Context: an optimization exercise on an open-source flow, tuned for small area, a short achievable clock period and few clock cycles. The choices shown serve that exercise and are no tape-out recipe. Where RTL was checked, it was by simulation tests only, not by an equivalence proof against the original. No driver is modelled on the clock port, so clock power and skew are understated where the tree is cut down; a real chip needs a root buffer or a tree. Power and IR drop assume default switching activity.

## before
==> flow/design.v <==
`timescale 1ns/10ps
module ELA(clk, rst, in_data, data_rd, req, wen, addr, data_wr, done);
	input				clk;
	input				rst;
	input		[7:0]	in_data;
	input		[7:0]	data_rd;
	output				req;
	output	reg			wen;
	output	reg	[9:0]	addr;
	output	reg	[7:0]	data_wr;
	output	reg			done;
	reg			nreq;
	assign req = ~nreq;
	reg			s0, s1, s2;
	wire		main = s0 | s1 | s2;
	wire [4:0] col = addr[4:0];
	wire [3:0] rf = addr[9:6];
	wire kge2 = |col[4:1];				 
	wire klow = &col[4:2] & (col[1] | col[0]);	 
	wire last = addr[5] & klow & (rf == 4'd14);	 
	reg	[7:0]	xr, v, yr, p, q;
	reg	[7:0]	dreg, bd;
	reg	[7:0]	sreg, bs;
	wire [7:0] yn = ~yr;
	wire [7:0] sp = xr ^ yr;	 
	wire [7:0] ep = xr ^ yn;	 
	reg [7:0] sg, sq, eg, eq;	 
	integer l, i, t;
	always @(*) begin
		sg = xr & yr;
		sq = sp;
		eg = xr & yn;
		eq = ep;
		for (l = 0; l < 3; l = l + 1)
			for (i = 0; i < 8; i = i + 1)
				if ((i >> l) & 1) begin
					t = ((i >> (l + 1)) << (l + 1)) + (1 << l) - 1;
					sg[i] = sg[i] | (sq[i] & sg[t]);
					sq[i] = sq[i] & sq[t];
					eg[i] = eg[i] | (eq[i] & eg[t]);
					eq[i] = eq[i] & eq[t];
				end
	end
	wire [8:0] sum = {sg[7], sp ^ {sg[6:0], 1'b0}};
	wire [7:0] e0 = ep ^ {eg[6:0], 1'b0};
	wire [7:0] e1 = ep ^ {eg[6:0] | eq[6:0], 1'b1};
	wire [7:0] dm = eg[7] ? e0 : ~e1;
	wire bzero = &bd;
	wire lt = ~bzero & ((&dreg) | (dreg < bd));
	reg cen;
	wire upd = s1 | (lt & cen);
	always @(posedge clk) begin
		dreg <= dm;
		sreg <= sum[8:1];
		if (upd) begin
			bd <= dreg;
			bs <= sreg;
		end
		if (s0) begin
			xr <= v;
			v <= xr;
		end else if (s1)
			xr <= data_rd;
		if (s0)
			yr <= data_wr;
		else if (s1)
			yr <= q;
		else
			yr <= p;
		if (s1) begin
			p <= yr;
			q <= p;
		end
		cen <= s1 ? kge2 : s2 ? ~col[4] | ~col[3] | ~col[2] | ~col[1] : 1'b0;
		data_wr <= s1 ? bs : in_data;
		if (!main && !wen)
			addr <= 10'd31;
		else begin
			addr[4:0] <= col + (s1 ? 5'd30 : s2 ? 5'd3 : s0 ? 5'd0 : 5'd1);
			addr[5] <= s1;
			if (!main)
				addr[9:6] <= {3'd0, nreq & (&col)};
			else if (s0 || (s1 && !kge2))
				addr[9:6] <= rf - 4'd1;
			else if (s2)
				addr[9:6] <= rf + ((addr[5] & klow) ? 4'd2 : 4'd1);
		end
	end
	always @(posedge clk or posedge rst) begin
		if (rst) begin
			s0 <= 1'b0;
			s1 <= 1'b0;
			s2 <= 1'b0;
			nreq <= 1'b0;
			wen <= 1'b0;
			done <= 1'b0;
		end else if (done) begin
			nreq <= 1'b1;
			wen <= 1'b0;
		end else if (!main) begin
			wen <= 1'b1;
			if (wen && col == 5'd30)
				nreq <= 1'b1;
			if (nreq && col == 5'd31)
				s0 <= 1'b1;
		end else begin
			s0 <= s2;
			s1 <= s0;
			s2 <= s1;
			nreq <= ~s0;
			if (s2) begin
				wen <= ~last;
				if (last && col == 5'd31) begin
					done <= 1'b1;
					s0 <= 1'b0;
					wen <= 1'b0;
				end
			end else
				wen <= s1;
		end
	end
endmodule
export LEC_CHECK = 0
export CAP_MARGIN = 20
export CORE_MARGIN = 2
export CORE_UTILIZATION = 40
export SETUP_SLACK_MARGIN = 3.0
export SLEW_MARGIN = 20
create_clock -name core_clock -period 5.0 [get_ports {clk}]
standard.sh (not shown) runs the stock make flow with config.mk's settings and CLKGATE_MAP_FILE= SYNTH_SCRIPT=/design/flow/synth_recipe.tcl, a recipe that flattens the netlist after the stock synthesis.
==> flow/flow/run.sh <==
#!/bin/bash
# Own layout flow: the standard ORFS flow (standard.sh), except that
# - the clock tree is built by flow/cts.tcl, a copy of ORFS's cts.tcl whose
#   TritonCTS call is replaced by one level of clock buffers fed by the clock
#   port (manual_clock_tree there);
# - flow/env.sh may set MAKEVARS, extra ORFS variables for the steps after
#   synthesis. Synthesis is the standard one, unchanged.
# Every tool's output goes to a log in this folder.
set -euo pipefail
W=$(pwd)
rm -rf "$W/scripts"
cp -r "$FLOW_HOME/scripts" "$W/scripts"
cp "$W/flow/cts.tcl" "$W/scripts/cts.tcl"
export SCRIPTS_DIR="$W/scripts"
export CLKTREE_NBUF=4
export CLKTREE_BUF=sky130_fd_sc_hd__clkbuf_16
MAKEVARS=()
if [ -f "$W/flow/env.sh" ]; then source "$W/flow/env.sh"; fi
bash standard.sh synth > "$W/flow_synth.log" 2>&1
for step in floorplan place cts finish; do
  bash standard.sh "${MAKEVARS[@]}" $step > "$W/flow_$step.log" 2>&1
done
test -s "$W/out/final.def"
Other scripts of this flow, unchanged in this note and not shown: flow/flow/cts.tcl, flow/flow/env.sh
Input changes introduced in after (baseline for comparison: before):
==> flow/design.v, changed modules only <==
module ELA(clk, rst, in_data, data_rd, req, wen, addr, data_wr, done);
	input				clk;
	input				rst;
	input		[7:0]	in_data;
	input		[7:0]	data_rd;
	output				req;
	output	reg			wen;
	output	reg	[9:0]	addr;
	output	reg	[7:0]	data_wr;
	output	reg			done;
	reg			nreq;
	assign req = ~nreq;
	reg			s0, s1, s2;
	wire		main = s0 | s1 | s2;
	reg	[4:0]	k;
	reg	[3:0]	j;
	reg	[7:0]	xr, v, yr, p, q;
	reg	[7:0]	dreg, bd;
	reg	[7:0]	sreg, bs;
	wire [7:0] yn = ~yr;
	wire [7:0] sp = xr ^ yr;	 
	wire [7:0] ep = xr ^ yn;	 
	reg [7:0] sg, sq, eg, eq;	 
	integer l, i, t;
	always @(*) begin
		sg = xr & yr;
		sq = sp;
		eg = xr & yn;
		eq = ep;
		for (l = 0; l < 3; l = l + 1)
			for (i = 0; i < 8; i = i + 1)
				if ((i >> l) & 1) begin
					t = ((i >> (l + 1)) << (l + 1)) + (1 << l) - 1;
					sg[i] = sg[i] | (sq[i] & sg[t]);
					sq[i] = sq[i] & sq[t];
					eg[i] = eg[i] | (eq[i] & eg[t]);
					eq[i] = eq[i] & eq[t];
				end
	end
	wire [8:0] sum = {sg[7], sp ^ {sg[6:0], 1'b0}};
	wire [7:0] e0 = ep ^ {eg[6:0], 1'b0};
	wire [7:0] e1 = ep ^ {eg[6:0] | eq[6:0], 1'b1};
	wire [7:0] dm = eg[7] ? e0 : ~e1;
	wire bzero = &bd;
	wire lt = ~bzero & ((&dreg) | (dreg < bd));
	reg cen;
	wire upd = s1 | (lt & cen);
	wire [4:0] k1 = k + 5'd1;
	always @(posedge clk) begin
		dreg <= dm;
		sreg <= sum[8:1];
		if (upd) begin
			bd <= dreg;
			bs <= sreg;
		end
		if (s0) begin
			xr <= v;
			v <= xr;
		end else if (s1)
			xr <= data_rd;
		if (s0)
			yr <= data_wr;
		else if (s1)
			yr <= q;
		else
			yr <= p;
		if (s1) begin
			p <= yr;
			q <= p;
		end
		cen <= s1 ? (k[4:1] != 4'd0) : s2 ? (k != 5'd1 && k != 5'd2) : 1'b0;
		data_wr <= s1 ? bs : in_data;
		addr[4:0] <= s1 ? k - 5'd2 : k;
		addr[5] <= s1;
		if (!main)
			addr[9:6] <= 4'd0;
		else if (s2)
			addr[9:6] <= j + 4'd1;
		else if (s1 && k[4:1] == 4'd0)
			addr[9:6] <= j - 4'd1;
		else
			addr[9:6] <= j;
	end
	always @(posedge clk or posedge rst) begin
		if (rst) begin
			s0 <= 1'b0;
			s1 <= 1'b0;
			s2 <= 1'b0;
			k <= 5'd31;
			j <= 4'd0;
			nreq <= 1'b0;
			wen <= 1'b0;
			done <= 1'b0;
		end else if (done) begin
			nreq <= 1'b1;
			wen <= 1'b0;
		end else if (!main) begin
			k <= k1;
			wen <= 1'b1;
			if (wen && k == 5'd31) begin
				s2 <= 1'b1;
				nreq <= 1'b1;
			end
		end else begin
			s0 <= s2;
			s1 <= s0;
			s2 <= s1;
			nreq <= ~s0;
			if (s1) begin
				k <= k1;
				if (k == 5'd31) j <= j + 4'd1;
			end
			if (s2) begin
				wen <= (j != 4'd15);
				if (j == 4'd15 && k == 5'd2) begin
					done <= 1'b1;
					s0 <= 1'b0;
					wen <= 1'b0;
				end
			end else
				wen <= s1;
		end
	end
endmodule
## What came out
- Per the final summary, after finished and its layout is clean on timing, DRC and antenna.
- Where worst setup slack is concerned, before is outperformed by after.
- On power dissipated in the clock network, before and after are neck and neck.
- before -> after: wire length of the first global-routing pass decreased by a few percent
- Die boundary width is higher on after
- Going from before to after, the synthesized instance count was found to have gone up by 4.
- When the final numbers for before and after were put side by side, the share of total power in combinational logic turned out to be smaller in after.
- Summed area of non-filler cells in the final layout of after falls short of that of before slightly.
- Between before and after, count of inserted tapcells increased.
- Of before and after, after shows the lower total met3 wirelength after detailed routing, with before above it.
- [after] number of multi-input combinational cells in the layout fell 3 relative to before
- Measured against each other, before and after differ in final period demand of the worst path, the higher figure coming from before.
- after vs. before: leakage component of the power fell by about 0.8%, flip-flop and latch share of the layout cell area picked up an extra 4.7 points, total number of cells along the worst setup path saw a decrease.
Testbench counts of after, summed over its fixed seeds: cycles 47,392.
Only the layout flow was run in before; the RTL was not checked for function there. In every run of this note, the design's own scripts or RTL, not TritonCTS, make the clock network.

========
rev 12:
RTL: the design.v shown in full above, as it stands there.
==> flow/config.mk <==
export PLATFORM = sky130hd
export DESIGN_NAME = ELA
export DESIGN_NICKNAME = ELA
export VERILOG_FILES = /design/flow/design.v
export SDC_FILE = /design/flow/constraint.sdc
export NUM_CORES = 8
export LEC_CHECK = 0
export CAP_MARGIN = 20
export CORE_MARGIN = 2
export CORE_UTILIZATION = 40
export SETUP_SLACK_MARGIN = 2.9
export SLEW_MARGIN = 20
==> flow/constraint.sdc <==
create_clock -name core_clock -period 5.0 [get_ports {clk}]
set_input_delay 1.0000 -clock core_clock [delete_from_list [all_inputs] [get_ports {clk}]]
set_output_delay 1.0000 -clock core_clock [all_outputs]
set_load 0.01 [all_outputs]
Scripts as last shown in full above: flow/flow/run.sh
Other scripts of this flow, unchanged in this note and not shown: flow/flow/cts.tcl, flow/flow/env.sh
Changes in rev 13 relative to rev 12:
==> flow/design.v <==
`timescale 1ns/10ps
module ELA(clk, rst, in_data, data_rd, req, wen, addr, data_wr, done);
	input				clk;
	input				rst;
	input		[7:0]	in_data;
	input		[7:0]	data_rd;
	output				req;
	output	reg			wen;
	output	reg	[9:0]	addr;
	output	reg	[7:0]	data_wr;
	output	reg			done;
	reg			main, vld, nreq;
	assign req = ~nreq;
	reg			s0, s1, s2;
	reg	[4:0]	k;
	reg	[3:0]	j;
	reg	[7:0]	xr, v, yr, p, q;
	reg	[7:0]	dreg, bd;
	reg	[7:0]	sreg, bs;
	wire [7:0] yn = ~yr;
	wire [7:0] sp = xr ^ yr;	 
	wire [7:0] ep = xr ^ yn;	 
	reg [7:0] sg, sq, eg, eq;	 
	integer l, i, t;
	always @(*) begin
		sg = xr & yr;
		sq = sp;
		eg = xr & yn;
		eq = ep;
		for (l = 0; l < 3; l = l + 1)
			for (i = 0; i < 8; i = i + 1)
				if ((i >> l) & 1) begin
					t = ((i >> (l + 1)) << (l + 1)) + (1 << l) - 1;
					sg[i] = sg[i] | (sq[i] & sg[t]);
					sq[i] = sq[i] & sq[t];
					eg[i] = eg[i] | (eq[i] & eg[t]);
					eq[i] = eq[i] & eq[t];
				end
	end
	wire [8:0] sum = {sg[7], sp ^ {sg[6:0], 1'b0}};
	wire [7:0] e0 = ep ^ {eg[6:0], 1'b0};
	wire [7:0] e1 = ep ^ {eg[6:0] | eq[6:0], 1'b1};
	wire [7:0] dm = eg[7] ? e0 : ~e1;
	wire bzero = &bd;
	wire lt = ~bzero & ((&dreg) | (dreg < bd));
	reg cen;
	wire upd = s1 | (lt & cen);
	wire [4:0] k1 = k + 5'd1;
	always @(posedge clk) begin
		dreg <= dm;
		sreg <= sum[8:1];
		if (upd) begin
			bd <= dreg;
			bs <= sreg;
		end
		if (s0) begin
			xr <= v;
			v <= xr;
		end else if (s1)
			xr <= data_rd;
		if (s0)
			yr <= data_wr;
		else if (s1)
			yr <= q;
		else
			yr <= p;
		if (s1) begin
			p <= yr;
			q <= p;
		end
		cen <= s1 ? (k[4:1] != 4'd0) : s2 ? (k != 5'd1 && k != 5'd2) : 1'b0;
		data_wr <= s1 ? bs : in_data;
		addr[4:0] <= s1 ? k - 5'd2 : k;
		addr[5] <= s1;
		if (!main)
			addr[9:6] <= 4'd0;
		else if (s2)
			addr[9:6] <= j + 4'd1;
		else if (s1 && k[4:1] == 4'd0)
			addr[9:6] <= j - 4'd1;
		else
			addr[9:6] <= j;
	end
	always @(posedge clk or posedge rst) begin
		if (rst) begin
			main <= 1'b0;
			vld <= 1'b0;
			s0 <= 1'b0;
			s1 <= 1'b0;
			s2 <= 1'b0;
			k <= 5'd0;
			j <= 4'd0;
			nreq <= 1'b0;
			wen <= 1'b0;
			done <= 1'b0;
		end else if (done) begin
			nreq <= 1'b1;
			wen <= 1'b0;
		end else if (!main) begin
			vld <= ~nreq;
			if (vld) k <= k1;
			wen <= vld;
			if (vld && k == 5'd31) begin
				main <= 1'b1;
				s2 <= 1'b1;
				nreq <= 1'b1;
			end
		end else begin
			s0 <= s2;
			s1 <= s0;
			s2 <= s1;
			nreq <= ~s0;
			if (s1) begin
				k <= k1;
				if (k == 5'd31) j <= j + 4'd1;
			end
			if (s2) begin
				wen <= (j != 4'd15);
				if (j == 4'd15 && k == 5'd2) begin
					done <= 1'b1;
					main <= 1'b0;
					wen <= 1'b0;
				end
			end else
				wen <= s1;
		end
	end
endmodule
## What came out
Compared rev 13 vs rev 12, and design area is up in rev 13.
Rev 13 vs. rev 12: buffer count from post-CTS setup fixing went down by 2.
Rev 13 vs. rev 12: portion of total power attributed to combinational logic went down by 0.8 points.
Compared with rev 12, rev 13 improves routed wire length.
Summary — reported sequential group power, rev 13 relative to rev 12: higher, by about 10%.
Measured against each other, rev 13 and rev 12 differ in global routing usage on met1, the lower figure coming from rev 13.
Compared with rev 12, in rev 13 post-synthesis async set-or-reset flop share shows an increase of 9.6 points; ratio of final minimum period to clock period shows a reduction of 2.2 points.
Testbench counts of rev 13, summed over its fixed seeds: cycles 47,392.
No functional check of the RTL was part of rev 12. In every run of this note, the design's own scripts or RTL, not TritonCTS, make the clock network.

## re-timing with driven ports
No port has a modelled driver above. Below, the same layouts with a new extraction and two added sets of constraints. Step 1 (the two cells are an assumption about what drives the block):
set clk [get_ports {clk}]
set_driving_cell -lib_cell sky130_fd_sc_hd__clkbuf_16 $clk
set_driving_cell -lib_cell sky130_fd_sc_hd__buf_2 [delete_from_list [all_inputs] $clk]
Step 2 moves the port delays by t, midway between the first and last clock arrival at a register: inputs arrive t later, outputs are due t later. That takes back most of the time a late clock gives input paths. Three values: ideal ports, drivers, drivers and shift; two values: the first two.
run | shift t [ns] | setup slack, ns | cell pins on the clock port's net
before | 0.231 | 2.849 / 2.849 / 2.849 | 4
after | 0.236 | 2.984 / 2.984 / 2.984 | 4
rev 12 | 0.235 | 2.850 / 2.851 / 2.851 | 4
rev 13 | 0.242 | 2.962 / 2.962 / 2.962 | 4
After both steps every run listed still meets setup and hold.
